Source: an optimization exercise on an open RTL-to-GDS flow (aim: small area, a short achievable clock period and few clock cycles per item). Production flows keep margins and buffers that such runs may drop.
The RTL was checked by simulation tests, not by an equivalence proof against the original design.
Power is estimated from default activity; no workload was simulated.

==> run H: inputs <==
==> flow/design.v <==
`timescale 1ns / 1ps
module open_list_queue #(
    parameter QUEUE_SIZE = 16,
    parameter DATA_WIDTH = 32,
    parameter MAP_WIDTH = 16,
    parameter MAP_HEIGHT = 16,
    parameter MAX_F = 32'hFFFFFFFF
) (
    input logic CLK,
    input logic RSTn,
    input logic i_wrt,
    input logic i_read,
    input logic i_valid,
    input logic [DATA_WIDTH-1:0] i_node_f,
    output logic o_ready_deq,
    output logic o_ready_enq,
    output logic o_ready_rep,
    output logic o_full,
    output logic o_empty,
    output logic o_valid,
    output logic [DATA_WIDTH-1:0] o_node_f
);
  localparam N = QUEUE_SIZE;
  logic [N-1:0][DATA_WIDTH-1:0] key;
  logic [N-1:0] valid;
  logic [N:0] lt;
  wire push = i_wrt & ~i_read;
  wire pop = i_read & ~i_wrt;
  wire rep = i_wrt & i_read;
  assign o_ready_deq = 1'b1;
  assign o_ready_enq = 1'b1;
  assign o_ready_rep = 1'b1;
  assign o_valid = valid[0];
  assign o_node_f = key[0];
  assign o_full = (valid[N-1] & ~pop) | (valid[N-2] & ~valid[N-1] & push);
  assign o_empty = (~valid[0] & ~push) | (valid[0] & ~valid[1] & pop);
  genvar g;
  generate
    for (g = 0; g < N; g = g + 1) begin : g_cmp
      assign lt[g] = valid[g] & (key[g] < i_node_f);
    end
  endgenerate
  assign lt[N] = 1'b0;
  always_ff @(posedge CLK) begin
    if (!RSTn) valid <= '0;
    else if (push) valid <= {valid[N-2:0], 1'b1};
    else if (pop) valid <= {1'b0, valid[N-1:1]};
  end
  generate
    for (g = 0; g < N; g = g + 1) begin : g_slot
      wire lt_prev = (g == 0) ? 1'b1 : lt[g-1];
      wire [DATA_WIDTH-1:0] left = (g == 0) ? i_node_f : key[g-1];
      wire [DATA_WIDTH-1:0] right = (g == N - 1) ? key[g] : key[g+1];
      always_ff @(posedge CLK) begin
        if (push) begin
          if (!lt[g]) key[g] <= lt_prev ? i_node_f : left;
        end else if (pop) begin
          key[g] <= right;
        end else if (rep) begin
          if (lt[g+1]) key[g] <= right;
          else if (g == 0 || lt[g]) key[g] <= i_node_f;
        end
      end
    end
  endgenerate
endmodule
==> flow/run.sh <==
#!/bin/bash
# synth_recipe.tcl (not shown) runs the flow's synth.tcl, then flattens the netlist and writes it again
# the make line also repeats each setting of config.mk as NAME=value (left out here)
make -C /OpenROAD-flow-scripts/flow DESIGN_CONFIG=/design/flow/config.mk WORK_HOME=/design/flow/orfs CLKGATE_MAP_FILE= SYNTH_SCRIPT=/design/flow/synth_recipe.tcl finish
==> flow/config.mk <==
export PLATFORM = sky130hd
export DESIGN_NAME = open_list_queue
export DESIGN_NICKNAME = open_list_queue
export VERILOG_FILES = /design/flow/design.v
export SDC_FILE = /design/flow/constraint.sdc
export NUM_CORES = 4
export LEC_CHECK = 0
export CAP_MARGIN = 20
export CORE_MARGIN = 2
export CORE_UTILIZATION = 40
export SLEW_MARGIN = 20
==> flow/constraint.sdc <==
create_clock -name core_clock -period 6.5 [get_ports {CLK}]
set_input_delay 1.3000 -clock core_clock [delete_from_list [all_inputs] [get_ports {CLK}]]
set_output_delay 1.3000 -clock core_clock [all_outputs]
set_load 0.01 [all_outputs]
==> run R (differences from run H) <==
==> flow/design.v, changed modules only <==
module open_list_queue #(
    parameter QUEUE_SIZE = 16,
    parameter DATA_WIDTH = 32,
    parameter MAP_WIDTH = 16,
    parameter MAP_HEIGHT = 16,
    parameter MAX_F = 32'hFFFFFFFF
) (
    input logic CLK,
    input logic RSTn,
    input logic i_wrt,
    input logic i_read,
    input logic i_valid,
    input logic [DATA_WIDTH-1:0] i_node_f,
    output logic o_ready_deq,
    output logic o_ready_enq,
    output logic o_ready_rep,
    output logic o_full,
    output logic o_empty,
    output logic o_valid,
    output logic [DATA_WIDTH-1:0] o_node_f
);
  localparam N = QUEUE_SIZE;
  logic [N-1:0][DATA_WIDTH-1:0] key;   
  logic [N-1:0] valid;
  logic [N:0] lt;
  wire push = i_wrt & ~i_read;
  wire pop = i_read & ~i_wrt;
  wire rep = i_wrt & i_read;
  assign o_ready_deq = 1'b1;
  assign o_ready_enq = 1'b1;
  assign o_ready_rep = 1'b1;
  assign o_valid = valid[0];
  assign o_node_f = key[0];
  assign o_full = (valid[N-1] & ~pop) | (valid[N-2] & ~valid[N-1] & push);
  assign o_empty = (~valid[0] & ~push) | (valid[0] & ~valid[1] & pop);
  function automatic logic less(input logic [DATA_WIDTH-1:0] a, input logic [DATA_WIDTH-1:0] b);
    logic l;
    integer k;
    l = 1'b0;
    for (k = 0; k < DATA_WIDTH; k = k + 1) l = (~a[k] & b[k]) | (~a[k] & l) | (b[k] & l);
    less = l;
  endfunction
  genvar g;
  generate
    for (g = 0; g < N; g = g + 1) begin : g_cmp
      assign lt[g] = valid[g] & less((g % 2) ? ~key[g] : key[g], i_node_f);
    end
  endgenerate
  assign lt[N] = 1'b0;
  always_ff @(posedge CLK) begin
    if (!RSTn) valid <= '0;
    else if (push) valid <= {valid[N-2:0], 1'b1};
    else if (pop) valid <= {1'b0, valid[N-1:1]};
  end
  wire [DATA_WIDTH-1:0] key_n = ~i_node_f;
  generate
    for (g = 0; g < N; g = g + 1) begin : g_slot
      wire lt_prev = (g == 0) ? 1'b1 : lt[g-1];
      wire [DATA_WIDTH-1:0] left = (g == 0) ? key_n : key[g-1];
      wire [DATA_WIDTH-1:0] right = (g == N - 1) ? {DATA_WIDTH{1'b0}} : key[g+1];
      wire [DATA_WIDTH-1:0] kin = (g % 2) ? i_node_f : key_n;
      wire sel_l = push & ~lt[g] & ~lt_prev;
      wire sel_r = pop | (rep & lt[g+1]);
      wire sel_k = (push & ~lt[g] & lt_prev) | (rep & ~lt[g+1] & (lt[g] | (g == 0)));
      wire [DATA_WIDTH-1:0] nxt = ~(({DATA_WIDTH{sel_l}} & left) | ({DATA_WIDTH{sel_r}} & right) |
                                    ({DATA_WIDTH{sel_k}} & kin));
      always_ff @(posedge CLK) begin
        if (sel_l | sel_r | sel_k) key[g] <= nxt;
      end
    end
  endgenerate
endmodule
CORE_UTILIZATION = 60   (was 40)
SETUP_SLACK_MARGIN = 2.5   (was unset)
==> run C (differences from run H) <==
==> flow/design.v, changed modules only <==
module open_list_queue #(
    parameter QUEUE_SIZE = 16,
    parameter DATA_WIDTH = 32,
    parameter MAP_WIDTH = 16,
    parameter MAP_HEIGHT = 16,
    parameter MAX_F = 32'hFFFFFFFF
) (
    input logic CLK,
    input logic RSTn,
    input logic i_wrt,
    input logic i_read,
    input logic i_valid,
    input logic [DATA_WIDTH-1:0] i_node_f,
    output logic o_ready_deq,
    output logic o_ready_enq,
    output logic o_ready_rep,
    output logic o_full,
    output logic o_empty,
    output logic o_valid,
    output logic [DATA_WIDTH-1:0] o_node_f
);
  localparam N = QUEUE_SIZE;
  logic [N-1:0][DATA_WIDTH-1:0] key;
  logic [N-1:0] valid;
  logic [N:0] lt;
  wire push = i_wrt & ~i_read;
  wire pop = i_read & ~i_wrt;
  wire rep = i_wrt & i_read;
  assign o_ready_deq = 1'b1;
  assign o_ready_enq = 1'b1;
  assign o_ready_rep = 1'b1;
  assign o_valid = valid[0];
  assign o_node_f = key[0];
  assign o_full = (valid[N-1] & ~pop) | (valid[N-2] & ~valid[N-1] & push);
  assign o_empty = (~valid[0] & ~push) | (valid[0] & ~valid[1] & pop);
  function automatic logic less(input logic [DATA_WIDTH-1:0] a, input logic [DATA_WIDTH-1:0] b);
    logic [DATA_WIDTH-1:0] l, m;
    integer s, k;
    l = ~a & b;
    m = a & ~b;
    for (s = 1; s < DATA_WIDTH; s = s * 2)
      for (k = 0; k + s < DATA_WIDTH; k = k + 2 * s) begin
        l[k] = l[k+s] | (~m[k+s] & l[k]);
        m[k] = m[k+s] | (~l[k+s] & m[k]);
      end
    less = l[0];
  endfunction
  genvar g;
  generate
    for (g = 0; g < N; g = g + 1) begin : g_cmp
      assign lt[g] = valid[g] & less(key[g], i_node_f);
    end
  endgenerate
  assign lt[N] = 1'b0;
  always_ff @(posedge CLK) begin
    if (!RSTn) valid <= '0;
    else if (push) valid <= {valid[N-2:0], 1'b1};
    else if (pop) valid <= {1'b0, valid[N-1:1]};
  end
  generate
    for (g = 0; g < N; g = g + 1) begin : g_slot
      wire lt_prev = (g == 0) ? 1'b1 : lt[g-1];
      wire [DATA_WIDTH-1:0] left = (g == 0) ? {DATA_WIDTH{1'b0}} : key[g-1];
      wire [DATA_WIDTH-1:0] right = (g == N - 1) ? {DATA_WIDTH{1'b0}} : key[g+1];
      wire sel_l = push & ~lt[g] & ~lt_prev;
      wire sel_r = pop | (rep & lt[g+1]);
      wire sel_k = (push & ~lt[g] & lt_prev) | (rep & ~lt[g+1] & (lt[g] | (g == 0)));
      wire [DATA_WIDTH-1:0] nxt = ({DATA_WIDTH{sel_l}} & left) | ({DATA_WIDTH{sel_r}} & right) |
                                  ({DATA_WIDTH{sel_k}} & i_node_f);
      always_ff @(posedge CLK) begin
        if (sel_l | sel_r | sel_k) key[g] <= nxt;
      end
    end
  endgenerate
endmodule
SETUP_SLACK_MARGIN = 2.5   (was unset)
==> qor summary <==
metric                                                                               run H                      run C                    run R
Result of the run                                         no timing/DRC/antenna violations  no timing/DRC/antenna violations  no timing/DRC/antenna violations
Count of antenna diodes in the layout                                                    1                          1                        0
Net count of the finished layout                                                     5,448                      4,205                    3,261
Number of antenna violations at the first check in global routing                        4                          0                        2
Internal power consumption                                                        10.62 mW                   7.187 mW                 6.670 mW
Maximum clock rate                                                               183.1 MHz                  233.2 MHz                248.6 MHz
Core outline area                                                            117,900 sq um               96,570 sq um             53,920 sq um
Post-route worst setup slack                                                       1040 ps                    2212 ps                  2477 ps
Area grow syn2layout                                                                10.72%                     24.94%                   17.91%
Adder-cell share of the synthesized area                                            0.1317                     0.1132                  0.01765
Comb group                                                                         7.55 mW                    2.30 mW                  1.65 mW
Critical path depth                                                                     12                         15                       11
Worst VDD drop                                                                   0.1975 mV                  0.1624 mV                0.2239 mV
Area of the multi-input gates                                                 29,680 sq um               23,330 sq um             16,740 sq um
R2r setup slk                                                                      1890 ps                    2520 ps                  2950 ps
Cells after Synth                                                                    5,014                      4,029                    3,181
RSZ-0062 raised after global routing                                                    no                        yes                      yes
Via-per-instance ratio                                                               6.740                      6.804                    8.031
Full die area                                                                121,500 sq um               99,890 sq um             56,600 sq um
Average wire per standard cell                                                    25.54 um                   30.06 um                 31.49 um
Worst setup path startpoint                                                   i_node_f[23]               i_node_f[13]             i_node_f[18]
Cell at the slowest stage of the critical path                     sky130_fd_sc_hd__nor4_1  sky130_fd_sc_hd__o211ai_1  sky130_fd_sc_hd__a32o_2
Detailed route wirelength on metal2                                               73.89 mm                   71.81 mm                 55.34 mm
Final Wtd Congestion                                                                0.8837                     0.9001                   0.9119
Worst hold slack                                                                  530.9 ps                   586.4 ps                 619.2 ps
Number of non-clock inverters in the layout                                            156                        143                       88
Clock network power consumption                                                    3.79 mW                    3.72 mW                  3.41 mW
Testbench counts of run H, summed over its fixed seeds: cycles 24,000, items 24,000.
Testbench counts of run R, summed over its fixed seeds: cycles 24,000, items 24,000.
Testbench counts of run C, summed over its fixed seeds: cycles 24,000, items 24,000.

[separate check: timing with driven ports]
How much do the figures lean on ideal ports? The routed layouts below were timed once more, with nothing changed but the port constraints.
Step 1 (the two cells are an assumption about what drives the block):
set clk [get_ports {CLK}]
set_driving_cell -lib_cell sky130_fd_sc_hd__clkbuf_16 $clk
set_driving_cell -lib_cell sky130_fd_sc_hd__buf_2 [delete_from_list [all_inputs] $clk]
Step 2 moves the port delays by t, midway between the first and last clock arrival at a register: inputs arrive t later, outputs are due t later. That takes back most of the time a late clock gives input paths.
Three values: ideal, step 1, step 2; two values: the first two.
| run | t (ns) | setup slack, ns | worst register clock-pin slew, ns | cell pins on the clock port's net |
|---|---|---|---|---|
| run H | 0.704 | 1.040 / 1.084 / 0.380 | 0.06 / 0.06 | 1 |
| run R | 0.704 | 2.477 / 2.507 / 1.803 | 0.07 / 0.07 | 1 |
| run C | 0.697 | 2.212 / 2.180 / 1.483 | 0.07 / 0.07 | 1 |
After both steps setup and hold are still met in every run listed. For run C, which loses most, drivers alone change the setup slack by -0.032 ns; drivers and shift together by -0.729 ns.
